Context: an optimization exercise on an open-source flow, tuned for small area, a short achievable clock period and few clock cycles per item. The choices shown serve that exercise and are no tape-out recipe. The RTL was checked by simulation tests, not by an equivalence proof against the original design. Power figures rest on the tool's default switching activity, not on a simulated workload.

==> flow/design.v, too long to show whole: its modules and the start of the top module <==
// module fa3: 4 lines
// module matrix_pipeline_mac_top: 5426 lines
module matrix_pipeline_mac_top (
    input wire clk,
    input wire rst,
    input wire start,
    input wire [7:0] a11, a12, a13,
    input wire [7:0] a21, a22, a23,
    input wire [7:0] a31, a32, a33,
    input wire [7:0] b11, b12, b13,
    input wire [7:0] b21, b22, b23,
    input wire [7:0] b31, b32, b33,
    output wire [15:0] c11, c12, c13,
    output wire [15:0] c21, c22, c23,
    output wire [15:0] c31, c32, c33,
    output reg done
);
  // ...
==> flow/run.sh <==
#!/bin/bash
# synth_recipe.tcl (not shown) runs the flow's synth.tcl, then flattens the netlist and writes it again
# the make line also repeats each setting of config.mk as NAME=value (left out here)
make -C /OpenROAD-flow-scripts/flow DESIGN_CONFIG=/design/flow/config.mk WORK_HOME=/design/flow/orfs CLKGATE_MAP_FILE= SYNTH_SCRIPT=/design/flow/synth_recipe.tcl finish
==> flow/config.mk <==
export PLATFORM = sky130hd
export DESIGN_NAME = matrix_pipeline_mac_top
export DESIGN_NICKNAME = matrix_pipeline_mac_top
export VERILOG_FILES = /design/flow/design.v
export SDC_FILE = /design/flow/constraint.sdc
export NUM_CORES = 4
export LEC_CHECK = 0
export CAP_MARGIN = 20
export CORE_MARGIN = 2
export CORE_UTILIZATION = 40
export SLEW_MARGIN = 20
export SYNTH_HIERARCHICAL = 1
export SYNTH_MINIMUM_KEEP_SIZE = 0
==> flow/constraint.sdc <==
create_clock -name core_clock -period 6.0 [get_ports {clk}]
set_input_delay 1.2000 -clock core_clock [delete_from_list [all_inputs] [get_ports {clk}]]
set_output_delay 1.2000 -clock core_clock [all_outputs]
set_load 0.01 [all_outputs]
==> results.txt, run 1 <==
Die area - 130000 sq um
Num CTS Buffers - 37
Psw - 11800 uW
Crit path largest cell delay - 0.68 ns
Setup slack at placement - 0.343 ns
Origin of the critical flop-to-flop path - done
# fillers - 11600
Commonest non-fill, non-tap cell in the layout - nand2_1
Share of cells above drive strength 1 - 0.0537
Crit path kind - flip-flop to output port
Remaining Overflow, GRT - 0
Critical Path AT - 3.88 ns
R2R Setup Slk - 5.22 ns
Critical path data required time - 4.80 ns
Met1 WL - 60.6 mm
Vias - 37000
GRT Max-Usage Layer - met2
Status - timing/DRC/antenna clean
Die Y - 361 um
Power consumption - 26300 uW
CTS tree - yes
Crit path launch - t22_r6
DR WL/cell - 25.5 um
Multi-input combinational cell area - 41600 sq um
Layout Nets - 6637
Clock buf/inv share - 0.0199
Initial core utilization - 0.404
Clock root buffer - clkbuf_16
Clk pwr share - 0.083
R2r endpoint - done
Clock sink count - 235
Cts hold-fix bufs - 0
Testbench counts, summed over its fixed seeds: cycles 960, items 960.
==> run 2, diff against run 1 <==
--- a/flow/config.mk
+++ b/flow/config.mk
@@ -8,6 +8,7 @@
 export CAP_MARGIN = 20
 export CORE_MARGIN = 2
 export CORE_UTILIZATION = 40
+export GPL_TIMING_DRIVEN = 0
 export SLEW_MARGIN = 20
 export SYNTH_HIERARCHICAL = 1
 export SYNTH_MINIMUM_KEEP_SIZE = 0
==> run 2 against run 1 <==
Effect of this change:
- the layout now fails its checks (setup timing)
- synthesized cell count stayed put
- non-clock buffer count is 117 higher
- hold slack worse by 0.0042 ns
- clock skew stayed put
- highest routed layer unchanged
- critical endpoint is now t22_r5
- worst setup slack worse by 1.0 ns
- clock power is 17% lower
- clock-buffer cell count is 2 lower
- sequential share of layout area is 0.40 points higher
- fmax is 17% lower
- area after synthesis stayed put
==> results.txt, run 2 <==
CP Capture Type - flip-flop
Clk buf depth - 3
Die area - 130000 sq um (unchanged)
Layout Nets - 6747 (+1.7%)
Detail Route Antenna Nets - 0
First-pass GRT wire length - 277 mm
Peak supply drop - 605 uV
Setup TNS Final - -0.229 ns
Minimum clock period - 6.12 ns
Vias per cell - 5.72
Setup slack at placement - -0.634 ns (-0.976 ns)
Main flop type after synthesis - edfxtp_1
CTS tree - yes
Vias in the first global route - 42200
Clock Pin Slew Worst Setup and Hold Paths - 0.06 ns
Placed cell count - 6544
Largest net degree at the start of global routing - 98
CP max stage cell - clkdlybuf4s50_1
Placed wire-length estimate - 155 mm
Slew HR - 0.167
Crit path launch - b22[1]
CP cell instances - clkdlybuf4s50_1 -> clkbuf_1 -> nand2_1 -> fa_1 -> fa_1 -> fa_1 -> fa_1 -> fa_1 -> fa_1 -> fa_1
Cell Area, Synth - 50900 sq um
Mapped Cells - 4601
Critical path peak fanout - 10
FFs w/ async S/R, synth - 0.00426
Period Utilization, post-route - 1.02
Non-Filler Instances - 6616
Worst Hold Launch - done
Worst-margin pin slew - 1.25 ns
Area delta synth->final - 11.8%
Final setup margin - -0.117 ns
DR WL/cell - 28.6 um (+12%)
Clk pwr share - 0.069 (-0.014)
Share of cells above drive strength 1 - 0.0160 (-0.0377)
Unrepaired setup endpoints after global routing - no
Commonest non-fill, non-tap cell in the layout - nand2_1
Power consumption - 26100 uW (-0.61%)
Synth warn - 7
IO Pins - 292
Part of the power in registers - 0.160
Psw - 11800 uW (+0.61%)
Fmax - 0.163 GHz
Cell Pwr Density - 459 nW/um^2
Clock sink count - 235 (unchanged)
Vias - 37900 (+2.4%)
Number of remaining DRC errors - 0
Crit path largest cell delay - 0.94 ns (+0.26 ns)
Remaining Overflow, GRT - 0 (unchanged)
Most frequent cell after synthesis - nand2_1
Critical Path AT - 6.45 ns (+2.57 ns)
Crit path kind - input pin to flip-flop
Most frequent cells in the layout - nand2_1 (1593), fa_1 (1494), inv_1 (316)
Status - complete, but fails checks
Crit path launch type - input pin
DRT Pass-1 Iters - 8
Final setup vio count - 3
Initial antenna violation count - 33
GP Congestion - 1.00
Final hold vios - 0
Synth top area share - 0.588
Cell mode on critical path - fa_1
Hold Path Class - flip-flop to flip-flop
Cts hold-fix bufs - 0 (unchanged)
Distinct cells, synth - 36
Core outline area - 126000 sq um
Critical path data required time - 6.34 ns (+1.54 ns)
Total of max-cap violations - 0
Post-synth top area cell - fa_1
Top cells by count, synth - nand2_1 (1593), fa_1 (1494), inv_1 (316)
Total Wirelength - 189 mm
Post-synthesis sequential area ratio - 0.139
Initial core utilization - 0.404 (unchanged)
Top post-synthesis cells by area - fa_1 (59%), edfxtp_1 (14%), nand2_1 (12%)
Cell internal pwr - 14300 uW
GRT Resource Usage Total - 0.295
Layout violations - setup timing
DRT iter0 DRCs - 3953
IO Port Bufs - 291
Slew Viols, Final - 0
Post-Syn Area per Cell - 11.1 sq um
Yosys reg bits - 235
Syn nets - 6422
Sw Share - 0.453
Htree depth - 1
Worst hold slack - 0.470 ns
EDFF count, synth - 234
Die Width - 361 um
P_leak - 0.0200 uW
Die Y - 361 um (unchanged)
Row cnt - 130
Origin of the critical flop-to-flop path - done
Clock root buffer - clkbuf_16
Combinational share of power - 0.771
Clk Latency, worst-skew pair - 0.63 ns
Post-Route Skew - 0 ns
Num CTS Buffers - 30 (-19%)
[run 2: cell type report]
| type | instances | area, sq um |
|---|---|---|
| antenna | 16 | 40.0 |
| buffer | 288 | 1090 |
| clock buffer | 39 | 806 |
| clock inverter | 17 | 134 |
| fill | 12000 | 69000 |
| inverter | 316 | 1190 |
| multi-input combinational | 3762 | 41600 |
| sequential | 235 | 7050 |
| tap | 1650 | 2060 |
| timing repair buffer | 293 | 2980 |
[run 2: modules after synthesis (local to each module, per instance)]
module	flip-flops and latches	copies in the design	cells	area, sq um
fa3	0	1476	1	20.0
matrix_pipeline_mac_top	235	1	3125	21300
[run 2: power by group through the flow]
| stage | Clock, uW | Combinational (uW) | Sequential (uW) |
|---|---|---|---|
| final | 1810 | 20200 | 4180 |
| after global routing | 1930 | 22500 | 4280 |
| after CTS | 1870 | 20400 | 4200 |
| after detailed placement | 0 | 20300 | 4220 |
| after global placement | 0 | 20000 | 4240 |
| after floorplan | 0 | 12000 | 4120 |
[run 2: logic make-up (layout without fill, tap and decap cells)]
| logic type | after synthesis | count (layout) | share of synthesized area |
|---|---|---|---|
| other cells | 0 | 16 | 0 |
| xor+xnor | 72 | 72 | 0.0124 |
| flops | 235 | 235 | 0.139 |
| fa+ha+maj | 1674 | 1674 | 0.632 |
| buf+inv | 604 | 953 | 0.0446 |
| compound gates | 131 | 131 | 0.0203 |
| simple gates | 1885 | 1885 | 0.152 |
[run 2: worst max-delay path: cells and delay by family]
kind,cells,cell delay [ns]
simple gates,1,0.17
fa+ha+maj,7,3.49
buf+inv,2,1.58
[run 2: repair_timing]
action                                  CTS  global route
resized for setup                         0            21
endpoints found under the hold margin     0             0
setup buffers                             0             0
endpoints found under the setup margin    0            11
[run 2: per-layer routing]
layer / track usage / share of wire / routed length (um) / up-vias
met5: 0 / 0.0013 / 241 / -
met4: 0.148 / 0.059 / 11200 / 42
met3: 0.116 / 0.14 / 25800 / 612
met2: 0.438 / 0.44 / 82700 / 2689
met1: 0.376 / 0.37 / 69100 / 19800
li1: - / - / - / 14700
[run 2: path summary, 6_finish.rpt]
| path | endpoint | slack, ns | cells past startpoint |
|---|---|---|---|
| hold reg to reg | done | 0.47 | 1 |
| setup reg to reg | done | 5.23 | 1 |
| setup / recovery | t22_r5 | -0.12 | 10 |
| max in group asynchronous | done | 5.21 | 2 |
| hold / removal | done | 0.47 | 1 |
| min in group asynchronous | done | 0.70 | 2 |
[run 2: through the flow]
| stage | utilization | cell area [sq um] |
|---|---|---|
| after global placement | 0.444 | 55900 |
| after detailed placement | 0.444 | 55900 |
| after global routing | 0.452 | 56900 |
| final | 0.452 | 56900 |
| after floorplan | - | 50900 |
| after CTS | 0.452 | 56900 |
==> run 3, diff against run 2 <==
==> flow/flow/run.sh (new file) <==
#!/bin/bash
# The standard layout, with sky130_fd_sc_hd__buf_4 as the port buffers
# (ORFS otherwise buffers the ports with the slow clkdlybuf4s50_1 delay cell).
set -o pipefail
bash standard.sh BUFFER_PORTS_ARGS="-buffer_cell sky130_fd_sc_hd__buf_4" finish 2>&1 | tee standard_make.log
==> flow/standard.sh (new file) <==
#!/bin/bash
# synth_recipe.tcl (not shown) runs the flow's synth.tcl, then flattens the netlist and writes it again
# the make line also repeats each setting of config.mk as NAME=value (left out here)
make -C /OpenROAD-flow-scripts/flow DESIGN_CONFIG=/design/flow/config.mk WORK_HOME=/design/flow/orfs CLKGATE_MAP_FILE= SYNTH_SCRIPT=/design/flow/synth_recipe.tcl "${@:-finish}"
--- a/flow/config.mk
+++ b/flow/config.mk
@@ -8,7 +8,6 @@
 export CAP_MARGIN = 20
 export CORE_MARGIN = 2
 export CORE_UTILIZATION = 40
-export GPL_TIMING_DRIVEN = 0
 export SLEW_MARGIN = 20
 export SYNTH_HIERARCHICAL = 1
 export SYNTH_MINIMUM_KEEP_SIZE = 0
removed: flow/run.sh
==> run 3 against run 2 <==
Effect of this change:
- now clean on timing, DRC and antenna
- fmax up 31%
- global-route usage down 3.9 points
- via count is 5.3% lower
- clock-buffer cell count increased by 4
- die area unchanged
- critical endpoint is now t33_r5
- synthesized cell count stayed put
- highest routed layer unchanged
- clock power grew 19%
- combinational power is 6% lower
- final area is 2.7% lower
==> results.txt, run 3 <==
Status - timing/DRC/antenna clean
Cell Pwr Density - 457 nW/um^2 (-0.45%)
Area delta synth->final - 8.79%
Clk Latency, worst-skew pair - 0.61 ns (-0.02 ns)
Clock root buffer - clkbuf_16
DR WL/cell - 25.7 um (-10%)
Synth top area share - 0.588 (unchanged)
Distinct cells, synth - 36 (unchanged)
Main flop type after synthesis - edfxtp_1
Post-Route Skew - 0 ns (unchanged)
Cell mode on critical path - fa_1
Die area - 130000 sq um (unchanged)
Multi-input combinational cell area - 41600 sq um (unchanged)
GP Congestion - 0.881 (-12%)
Most frequent cell after synthesis - nand2_1
Post-Syn Area per Cell - 11.1 sq um (unchanged)
Final hold vios - 0 (unchanged)
FFs w/ async S/R, synth - 0.00426 (unchanged)
Post-synth top area cell - fa_1
Syn nets - 6422 (unchanged)
CP delay by family, top - adder cells
Top cells by count, synth - nand2_1 (1593), fa_1 (1494), inv_1 (316)
Mapped Cells - 4601 (unchanged)
Detail Route Antenna Nets - 0 (unchanged)
Initial core utilization - 0.404 (unchanged)
GRT Resource Usage Total - 0.257 (-0.0386)
Vias - 35900 (-5.3%)
IO Port Bufs - 291 (unchanged)
EDFF count, synth - 234 (unchanged)
Crit path kind - input pin to flip-flop
CTS tree - yes
Origin of the critical flop-to-flop path - done
Final setup vio count - 0 (-3)
Worst-margin pin slew - 0.824 ns (-0.426 ns)
Share of cells above drive strength 1 - 0.0833 (+0.0674)
Crit path largest cell delay - 0.61 ns (-0.33 ns)
Die Y - 361 um (unchanged)
Clk buf depth - 3 (unchanged)
Clock sink count - 235 (unchanged)
Placed cell area - 54200 sq um (-3.1%)
R2R Setup Slk - 5.22 ns (about the same)
Post-CTS setup buffer count - 0 (unchanged)
Crit path launch type - input pin
CP Capture Type - flip-flop
FF/Latch Area - 7050 sq um (unchanged)
Period Utilization, post-route - 0.776 (-0.244)
Critical Path AT - 4.98 ns (-1.47 ns)
Critical path data required time - 6.33 ns (about the same)
Row cnt - 130 (unchanged)
Initial antenna violation count - 19 (-42%)
Die Width - 361 um (unchanged)
Final setup margin - 1.35 ns (+1.46 ns)
Number of remaining DRC errors - 0 (unchanged)
IO Pins - 292 (unchanged)
First-pass GRT wire length - 250 mm (-9.9%)
Fmax - 0.215 GHz (+31%)
Total Wirelength - 163 mm (-14%)
Minimum clock period - 4.65 ns (-1.46 ns)
Critical path peak fanout - 24 (+14)
Cts hold-fix bufs - 0 (unchanged)
Largest net degree at the start of global routing - 130 (+33%)
Post-route cell area - 55300 sq um (-2.7%)
Total of max-cap violations - 0 (unchanged)
Vias in the first global route - 40700 (-3.5%)
Worst hold slack - 0.423 ns (-0.0470 ns)
Synth warn - 7 (unchanged)
Vias per cell - 5.66 (-1.1%)
Reg2reg path depth - 1 (unchanged)
DRT iter0 DRCs - 3318 (-16%)
Setup TNS Final - 0 ns (+0.229 ns)
DRT Pass-1 Iters - 6 (-2)
CP cell instances - buf_4 -> nand2_1 -> fa_1 -> fa_1 -> fa_1 -> fa_1 -> fa_1 -> fa_1 -> fa_1
Core outline area - 126000 sq um (unchanged)
R2r endpoint - done
Remaining Overflow, GRT - 0 (unchanged)
Clock Pin Slew Worst Setup and Hold Paths - 0.06 ns (about the same)
Layout Nets - 6479 (-4.0%)
Setup slack at placement - 0.800 ns (+1.43 ns)
Slew HR - 0.451 (+0.284)
Placed wire-length estimate - 117 mm (-24%)
Htree depth - 2 (+1)
Slew Viols, Final - 0 (unchanged)
# fillers - 11800 (-1.1%)
Hold Path Class - input pin to asynchronous set/reset pin
Yosys reg bits - 235 (unchanged)
Crit path buf inv count - 1 (-1)
Most frequent cells in the layout - nand2_1 (1593), fa_1 (1494), inv_1 (316)
Core Util, Final - 0.440 (-0.0124)
Post-synthesis sequential area ratio - 0.139 (unchanged)
Cell Area, Synth - 50900 sq um (unchanged)
Peak supply drop - 446 uV (-26%)
Top post-synthesis cells by area - fa_1 (59%), edfxtp_1 (14%), nand2_1 (12%)
Commonest non-fill, non-tap cell in the layout - nand2_1
Cts repair resizes - 0 (unchanged)
CP max stage cell - fa_1
Unrepaired setup endpoints after global routing - no
P_leak - 0.0200 uW (+0.25%)
Num CTS Buffers - 35 (+17%)
[run 3: Yosys stat by module, one instance, submodules excluded]
| module | flip-flops and latches | times used | cells |
|---|---|---|---|
| matrix_pipeline_mac_top | 235 | 1 | 3125 |
| fa3 | 0 | 1476 | 1 |
[run 3: per-stage QoR]
step	instances	total power [uW]
floorplan	4601	16100
global placement	6271	23100
detailed placement	6271	23500
CTS	6331	25700
global route	6331	28000
finish	6338	25300
[run 3: how the worst max path moves through the flow]
stage,start,endpoint,slack [ns],cells past startpoint
2_1_floorplan,b12[4],t12_r15,1.09,9
3_3_place_gp,a21[0],t21_r13,0.86,9
3_5_place_dp,b13[3],t33_r5,0.80,9
4_1_cts,b13[3],t33_r5,1.44,9
5_1_grt,t22_r6,c22[14],1.31,7
6_report,b13[3],t33_r5,1.35,9
[run 3: final cells by class]
cell class / count / area share
Multi-Input combinational cell: 3762 / 0.751
Sequential cell: 235 / 0.127
Timing Repair Buffer: 308 / 0.0421
Tap cell: 1650 / 0.0373
Inverter: 316 / 0.0214
Clock buffer: 43 / 0.0175
Clock inverter: 17 / 0.00310
Antenna cell: 7 / 0.000316
[run 3: kinds of logic (layout without fill, tap and decap cells)]
| kind of cell | count (synthesis) | count (layout) | synth area share |
|---|---|---|---|
| xor gates and xnor gates | 72 | 72 | 0.0124 |
| other | 0 | 7 | 0 |
| buffers and inverters | 604 | 684 | 0.0446 |
| AOI/OAI and AO/OA | 131 | 131 | 0.0203 |
| adders and majority gates | 1674 | 1674 | 0.632 |
| DFF | 235 | 235 | 0.139 |
| and+or+nand+nor | 1885 | 1885 | 0.152 |
[run 3: power by group]
part / internal (uW) / switching [uW] / total [uW]
sequential: 3870 / 361 / 4230
clock: 1270 / 882 / 2150
combinational: 8570 / 10400 / 18900
total: 13700 / 11600 / 25300
[run 3: layer usage]
layer | vias to the layer above | routed length (um) | global-route usage
li1 | 14100 | - | -
met1 | 19300 | 61900 | 0.331
met5 | - | 158 | 0
met2 | 2095 | 77000 | 0.414
met3 | 394 | 17800 | 0.0737
met4 | 28 | 5910 | 0.0911
==> run 4, diff against run 3 <==
--- a/flow/config.mk
+++ b/flow/config.mk
@@ -7,7 +7,7 @@
 export LEC_CHECK = 0
 export CAP_MARGIN = 20
 export CORE_MARGIN = 2
-export CORE_UTILIZATION = 40
+export CORE_UTILIZATION = 65
 export SLEW_MARGIN = 20
 export SYNTH_HIERARCHICAL = 1
 export SYNTH_MINIMUM_KEEP_SIZE = 0
==> run 4 against run 3 <==
Effect of this change:
- utilization rose by 26 points
- critical endpoint is now t33_r13
- largest power group unchanged
- power fell by 2.6%
- die area fell by 38%
- area after synthesis did not move
- register-to-register slack barely moved
- global-route usage rose by 13 points
- largest cell class unchanged
- clock-buffer cell count fell by 8
- first-iteration DRC count rose by 2.7%
- clock skew did not move
- final cell count fell by 10%
- highest routed layer is now met4
- still clean
- non-clock buffer count fell by 12
- routed wire length fell by 9.0%
- critical path type unchanged
==> results.txt, run 4 <==
Status - timing/DRC/antenna clean
Clk buf depth - 3 (unchanged)
Final hold vios - 0 (unchanged)
P_leak - 0.0199 uW (-0.41%)
Vias in the first global route - 40600 (-0.26%)
Hold Path Class - input pin to asynchronous set/reset pin
CP Capture Type - flip-flop
Clk Latency, worst-skew pair - 0.62 ns (about the same)
Period Utilization, post-route - 0.766 (-0.00958)
Synth warn - 7 (unchanged)
Most frequent cell after synthesis - nand2_1
Clock sink count - 235 (unchanged)
Post-synthesis mux area share - 0 (unchanged)
# fillers - 5847 (-51%)
Met3 Track Usage GR - 0.0848 (+0.0111)
Cts repair resizes - 0 (unchanged)
Cts hold-fix bufs - 0 (unchanged)
Post-Syn Area per Cell - 11.1 sq um (unchanged)
IO Port Bufs - 291 (unchanged)
Largest family of logic cells by synthesized area - adder cells
IO Pins - 292 (unchanged)
Synth Area in Compound Gates - 0.0203 (unchanged)
DRT iter0 DRCs - 3408 (+2.7%)
Most frequent cells in the layout - nand2_1 (1593), fa_1 (1494), inv_1 (316)
Num CTS Buffers - 31 (-11%)
# diodes - 0 (-7)
Cell Area, Synth - 50900 sq um (unchanged)
Total Wirelength - 148 mm (-9.0%)
CTS tree - yes
EDFF count, synth - 234 (unchanged)
Die Y - 284 um (-21%)
Detail Route Antenna Nets - 0 (unchanged)
Adder-Cell Fraction of Synth Area - 0.632 (unchanged)
Remaining Overflow, GRT - 0 (unchanged)
Unrepaired setup endpoints after global routing - no
GP Congestion - 0.877 (-0.51%)
DRT Pass-1 Iters - 6 (unchanged)
Vias - 35900 (+0.12%)
Die Width - 284 um (-21%)
Syn nets - 6422 (unchanged)
Global-route met1 utilization - 0.492 (+0.161)
Synth top area share - 0.588 (unchanged)
FFs w/ async S/R, synth - 0.00426 (unchanged)
Post-synthesis sequential area ratio - 0.139 (unchanged)
GRT Max-Usage Layer - met2
Yosys reg bits - 235 (unchanged)
Post-Synth Simple-Gate Area - 0.152 (unchanged)
Share of cells above drive strength 1 - 0.0808 (-0.00250)
Worst-margin pin slew - 0.775 ns (-0.0491 ns)
Placed wire-length estimate - 104 mm (-11%)
Minimum clock period - 4.60 ns (-0.0575 ns)
Post-Route Skew - 0 ns (unchanged)
CP cell instances - buf_4 -> nand2_1 -> fa_1 -> fa_1 -> fa_1 -> fa_1 -> fa_1 -> fa_1 -> fa_1
Placed cell count - 5649 (-9.9%)
Cell mode on critical path - fa_1
CP max stage cell - fa_1
Critical Path AT - 4.96 ns (-0.02 ns)
Multi-input combinational cell area - 41600 sq um (unchanged)
Total of max-cap violations - 0 (unchanged)
Top post-synthesis cells by area - fa_1 (59%), edfxtp_1 (14%), nand2_1 (12%)
Die area - 80500 sq um (-38%)
Number of remaining DRC errors - 0 (unchanged)
Non-Filler Instances - 5705 (-10%)
Critical path peak fanout - 24 (unchanged)
Final setup vio count - 0 (unchanged)
Fmax - 0.218 GHz (+1.3%)
Layout Nets - 6463 (-0.25%)
Initial antenna violation count - 0 (-19)
DR WL/cell - 26.0 um (+1.1%)
Slew HR - 0.484 (+0.0327)
Xor/xnor share of the synthesized area - 0.0124 (unchanged)
Slew Viols, Final - 0 (unchanged)
Post-synth top area cell - fa_1
Commonest non-fill, non-tap cell in the layout - nand2_1
Crit path launch type - input pin
Top cells by count, synth - nand2_1 (1593), fa_1 (1494), inv_1 (316)
Worst hold slack - 0.407 ns (-0.0159 ns)
Clock root buffer - clkbuf_16
Cell Pwr Density - 453 nW/um^2 (-0.97%)
Row cnt - 102 (-22%)
Mapped Cells - 4601 (unchanged)
Setup TNS Final - 0 ns (unchanged)
Post-CTS setup buffer count - 0 (unchanged)
Clock Pin Slew Worst Setup and Hold Paths - 0.06 ns (about the same)
Initial core utilization - 0.657 (+0.253)
Main flop type after synthesis - edfxtp_1
Crit path kind - input pin to flip-flop
Area delta synth->final - 7.00%
First-pass GRT wire length - 232 mm (-7.1%)
Largest net degree at the start of global routing - 105 (-19%)
Met2 usage - 0.621 (+0.207)
GRT Resource Usage Total - 0.384 (+0.127)
Distinct cells, synth - 36 (unchanged)
Vias per cell - 6.29 (+11%)
Core outline area - 77500 sq um (-38%)
Peak supply drop - 604 uV (+36%)
Htree depth - 1 (-1)
Critical path data required time - 6.36 ns (+0.03 ns)
FF/Latch Area - 7050 sq um (unchanged)
Crit path largest cell delay - 0.52 ns (-0.09 ns)
==> run 4: cell types whose count changed in the layout (fill, tap and decap cells not counted), sizes merged <==
cell      change
clkinvlp      +1
bufinv        +4
clkinv        -3
clkbuf        -8
inv           +2
buf          -12
diode         -7
==> run 4: logic make-up after synthesis <==
logic type               after synthesis
AO/OA/AOI/OAI                        131
XOR/XNOR                              72
adder cells (fa/ha/maj)             1674
buffers and inverters                604
flip-flops                           235
AND/OR/NAND/NOR                     1885
==> run 4: path summary, 6_finish.rpt <==
check | from | endpoint | slack (ns) | cells after the start
setup / recovery | b13[7] | t33_r13 | 1.40 | 9
hold / removal | rst | done | 0.41 | 2
setup reg to reg | done | done | 5.23 | 1
hold reg to reg | done | done | 0.47 | 1
max in group asynchronous | rst | done | 5.51 | 2
min in group core_clock | done | done | 0.47 | 1
==> run 4: layout make-up <==
cell class	instances	area share
timing repair buffer	296	0.0412
inverter	316	0.0218
multi-input combinational	3762	0.763
tap	1040	0.0239
clock inverter	21	0.00552
clock buffer	35	0.0147
sequential	235	0.130
==> run 4: power breakdown <==
group / switching (uW) / internal [uW] / leakage (uW)
clock: 800 / 1260 / 0.000533
sequential: 345 / 3870 / 0.00231
combinational: 9840 / 8550 / 0.0171
==> run 4: per-stage QoR <==
step                      total power, uW  utilization  cell area, sq um  setup WS (ns)
final                               24700        0.703             54400           1.40
after global routing                27100        0.703             54400           1.35
after CTS                           24800        0.703             54400           1.48
after detailed placement            22600        0.689             53300          0.827
after global placement              22000        0.689             53300          0.870
after floorplan                     16100            -             50900           1.09
==> run 4: metal layers <==
metal  share of wire  vias up
li1                -    14100
met1            0.35    18700
met2            0.48     2503
met3            0.11      610
met4           0.061        0
met5               0        -
==> run 4: Yosys stat by module (local to each module, per instance) <==
module                   flip-flops and latches  cells  copies in the design  area (sq um)
matrix_pipeline_mac_top                     235   3125                     1         21300
fa3                                           0      1                  1476          20.0
==> run 4: worst max-delay path: cells and delay by family <==
family / cells / cell delay, ns
adders and majority gates: 7 / 3.24
buffers and inverters: 1 / 0.35
and+or+nand+nor: 1 / 0.15
==> run 5, diff against run 4 <==
==> flow/flow/run.sh (replaced) <==
#!/bin/bash
# The standard layout, with sky130_fd_sc_hd__buf_2 as the port buffers
# (ORFS otherwise buffers the ports with the slow clkdlybuf4s50_1 delay cell).
set -o pipefail
bash standard.sh BUFFER_PORTS_ARGS="-buffer_cell sky130_fd_sc_hd__buf_2" finish 2>&1 | tee standard_make.log
--- a/flow/config.mk
+++ b/flow/config.mk
@@ -7,7 +7,7 @@
 export LEC_CHECK = 0
 export CAP_MARGIN = 20
 export CORE_MARGIN = 2
-export CORE_UTILIZATION = 65
+export CORE_UTILIZATION = 40
 export SLEW_MARGIN = 20
 export SYNTH_HIERARCHICAL = 1
 export SYNTH_MINIMUM_KEEP_SIZE = 0
==> run 5 against run 4 <==
Effect of this change:
- largest cell class unchanged
- via count grew 1.6%
- critical path type unchanged
- area after synthesis is the same
- first-iteration DRC count grew 1.3%
- sequential share of layout area shrank 0.37 points
- worst setup slack lost 0.18 ns
- fmax shrank 3.8%
- final cell count grew 14%
- critical endpoint is now t32_r13
- clock power grew 2%
- global-route usage shrank 12 points
- clock-buffer cell count shrank 3
- final area grew 3.0%
- non-clock buffer count grew 203
- highest routed layer is now met5
==> results.txt, run 5 <==
Minimum clock period - 4.78 ns (+0.180 ns)
Layout Nets - 6666 (+3.1%)
Clock sink count - 235 (unchanged)
CTS tree - yes
Period Utilization, post-route - 0.796 (+0.0299)
Critical Path AT - 5.19 ns (+0.23 ns)
Most frequent cell after synthesis - nand2_1
Post-CTS setup buffer count - 0 (unchanged)
Placed wire-length estimate - 127 mm (+22%)
Critical path data required time - 6.41 ns (+0.05 ns)
Initial core utilization - 0.404 (-0.253)
CP max stage cell - fa_1
Row cnt - 130 (+27%)
Critical path peak fanout - 24 (unchanged)
Setup slack at placement - 0.564 ns (-0.263 ns)
Largest net degree at the start of global routing - 93 (-11%)
Most frequent cells in the layout - nand2_1 (1593), fa_1 (1494), inv_1 (316)
Status - timing/DRC/antenna clean
IO Port Bufs - 291 (unchanged)
Distinct cells, synth - 36 (unchanged)
Yosys reg bits - 235 (unchanged)
FFs w/ async S/R, synth - 0.00426 (unchanged)
Die Width - 361 um (+27%)
Reg2reg path depth - 1 (unchanged)
Final setup vio count - 0 (unchanged)
Power consumption - 24600 uW (-0.38%)
Worst hold slack - 0.356 ns (-0.0509 ns)
First-pass GRT wire length - 253 mm (+8.9%)
Number of remaining DRC errors - 0 (unchanged)
Post-synthesis sequential area ratio - 0.139 (unchanged)
Hold Path Class - input pin to asynchronous set/reset pin
Peak supply drop - 374 uV (-38%)
IO Pins - 292 (unchanged)
Htree depth - 1 (unchanged)
Clk buf depth - 3 (unchanged)
Syn nets - 6422 (unchanged)
Crit path kind - input pin to flip-flop
Synth warn - 7 (unchanged)
Slew HR - 0.383 (-0.101)
Total of max-cap violations - 0 (unchanged)
Remaining Overflow, GRT - 0 (unchanged)
Share of cells above drive strength 1 - 0.120 (+0.0389)
Num CTS Buffers - 31 (unchanged)
Vias per cell - 5.59 (-11%)
Post-synth top area cell - fa_1
Fmax - 0.209 GHz (-3.8%)
Clock root buffer - clkbuf_16
Cell Area, Synth - 50900 sq um (unchanged)
CP Capture Type - flip-flop
DRT iter0 DRCs - 3454 (+1.3%)
DRT Pass-1 Iters - 7 (+1)
Mapped Cells - 4601 (unchanged)
Synth top area share - 0.588 (unchanged)
DR WL/cell - 25.6 um (-1.4%)
Slew Viols, Final - 0 (unchanged)
Cell Pwr Density - 438 nW/um^2 (-3.3%)
Post-Syn Area per Cell - 11.1 sq um (unchanged)
R2r endpoint - done
Top cells by count, synth - nand2_1 (1593), fa_1 (1494), inv_1 (316)
R2R Setup Slk - 5.23 ns (about the same)
Vias in the first global route - 40700 (+0.23%)
P_leak - 0.0207 uW (+3.7%)
Die Y - 361 um (+27%)
CP cell instances - buf_2 -> nand2_1 -> fa_1 -> fa_1 -> fa_1 -> fa_1 -> fa_1 -> fa_1 -> fa_1
Top post-synthesis cells by area - fa_1 (59%), edfxtp_1 (14%), nand2_1 (12%)
EDFF count, synth - 234 (unchanged)
Worst-margin pin slew - 0.926 ns (+0.151 ns)
GP Congestion - 0.903 (+2.9%)
Core outline area - 126000 sq um (+63%)
Placed cell count - 6462 (+14%)
Clock Pin Slew Worst Setup and Hold Paths - 0.06 ns (about the same)
Area delta synth->final - 10.2%
Commonest non-fill, non-tap cell in the layout - nand2_1
Unrepaired setup endpoints after global routing - no
Crit path largest cell delay - 0.53 ns (about the same)
Initial antenna violation count - 29 (+29)
Post-Route Skew - 0 ns (unchanged)
Cell mode on critical path - fa_1
Die area - 130000 sq um (+62%)
Non-Filler Instances - 6526 (+14%)
Cts repair resizes - 0 (unchanged)
Clk Latency, worst-skew pair - 0.66 ns (+0.04 ns)
Cts hold-fix bufs - 0 (unchanged)
Main flop type after synthesis - edfxtp_1
Final hold vios - 0 (unchanged)
Final setup margin - 1.22 ns (-0.180 ns)
GRT Resource Usage Total - 0.262 (-0.122)
Origin of the critical flop-to-flop path - done
Crit path launch type - input pin
Setup TNS Final - 0 ns (unchanged)
Vias - 36500 (+1.6%)
Detail Route Antenna Nets - 0 (unchanged)
Total Wirelength - 167 mm (+13%)
==> run 5: cell counts after synthesis <==
Identical to the previous run, type by type.
==> run 5: worst max path at each step <==
stage / startpoint / to / cells past startpoint
final: a31[0] / t32_r13 / 9
after global routing: a31[0] / t32_r5 / 9
after CTS: a31[0] / t32_r13 / 9
after detailed placement: a31[0] / t32_r13 / 9
after global placement: a31[0] / t32_r13 / 9
after floorplan: b12[4] / t12_r15 / 9
==> run 5: cell families after synthesis <==
| kind of cell | count (synthesis) | share of synthesized area |
|---|---|---|
| compound gates | 131 | 0.0203 |
| xor+xnor | 72 | 0.0124 |
| flops | 235 | 0.139 |
| fa+ha+maj | 1674 | 0.632 |
| buf+inv | 604 | 0.0446 |
| simple gates | 1885 | 0.152 |
==> run 5: layout make-up <==
type | count | area (sq um)
Fill cell | 11800 | 69800
Multi-Input combinational cell | 3762 | 41600
Sequential cell | 235 | 7050
Timing Repair Buffer | 499 | 3080
Tap cell | 1650 | 2060
Inverter | 316 | 1190
Clock buffer | 32 | 779
Clock inverter | 25 | 325
Antenna cell | 7 | 17.5
==> run 5: per-stage QoR <==
stage	area [sq um]	util
finish	56100	0.445
global route	56000	0.445
CTS	56000	0.445
detailed placement	54900	0.436
global placement	54900	0.436
floorplan	50900	-
==> run 5: layer usage <==
| metal | track usage | part of all wire |
|---|---|---|
| met1 | 0.338 | 0.38 |
| met2 | 0.421 | 0.47 |
| met3 | 0.0818 | 0.11 |
| met4 | 0.0853 | 0.038 |
| met5 | 0.00259 | 0.0012 |
==> run 5: where the power goes <==
| group | internal, uW | switching (uW) | total, uW |
|---|---|---|---|
| clock network | 1240 | 858 | 2100 |
| logic | 7900 | 10300 | 18200 |
| registers | 3870 | 372 | 4240 |
==> run 5: worst max-delay path, delay by kind of cell <==
family / cells / cell delay [ns]
fa+ha+maj: 7 / 3.25
buf+inv: 1 / 0.50
simple gates: 1 / 0.21
==> run 5: Yosys stat by module, one instance, submodules excluded <==
| module | copies in the design | flip-flops and latches |
|---|---|---|
| fa3 | 1476 | 0 |
| matrix_pipeline_mac_top | 1 | 235 |

[afterwards: timing with drivers on the ports]
How much do the figures lean on ideal ports? The routed layouts below were timed once more, with nothing changed but the port constraints.
Step 1 sets driving cells, clkbuf_16 on the clock port and buf_2 on the other inputs (assumed; they add their load-dependent delay and slew).
Step 2 adds t to the input delays and takes it off the output delays; t is the mean of the earliest and latest rising clock arrival at the registers after step 1. Input paths then give back, and output paths get back, about the clock's delay inside the block.
a / b / c = ideal / step 1 / step 2; a / b = the first two.
run	t (ns)	setup WS [ns]	worst setup path at the end	worst slew at a driven data input, ns
run 1	0.680	0.923 / 0.847 / 0.212	input to register	0.17
run 2	0.705	-0.117 / -0.073 / -0.778	input to register	0.18
run 3	0.675	1.346 / 1.368 / 0.693	input to register	0.18
run 4	0.680	1.404 / 1.423 / 0.742	input to register	0.11
run 5	0.714	1.224 / 1.226 / 0.512	input to register	0.18
The setup slack of run 5, which loses most, moves by +0.002 ns with the drivers and by -0.712 ns with both steps.
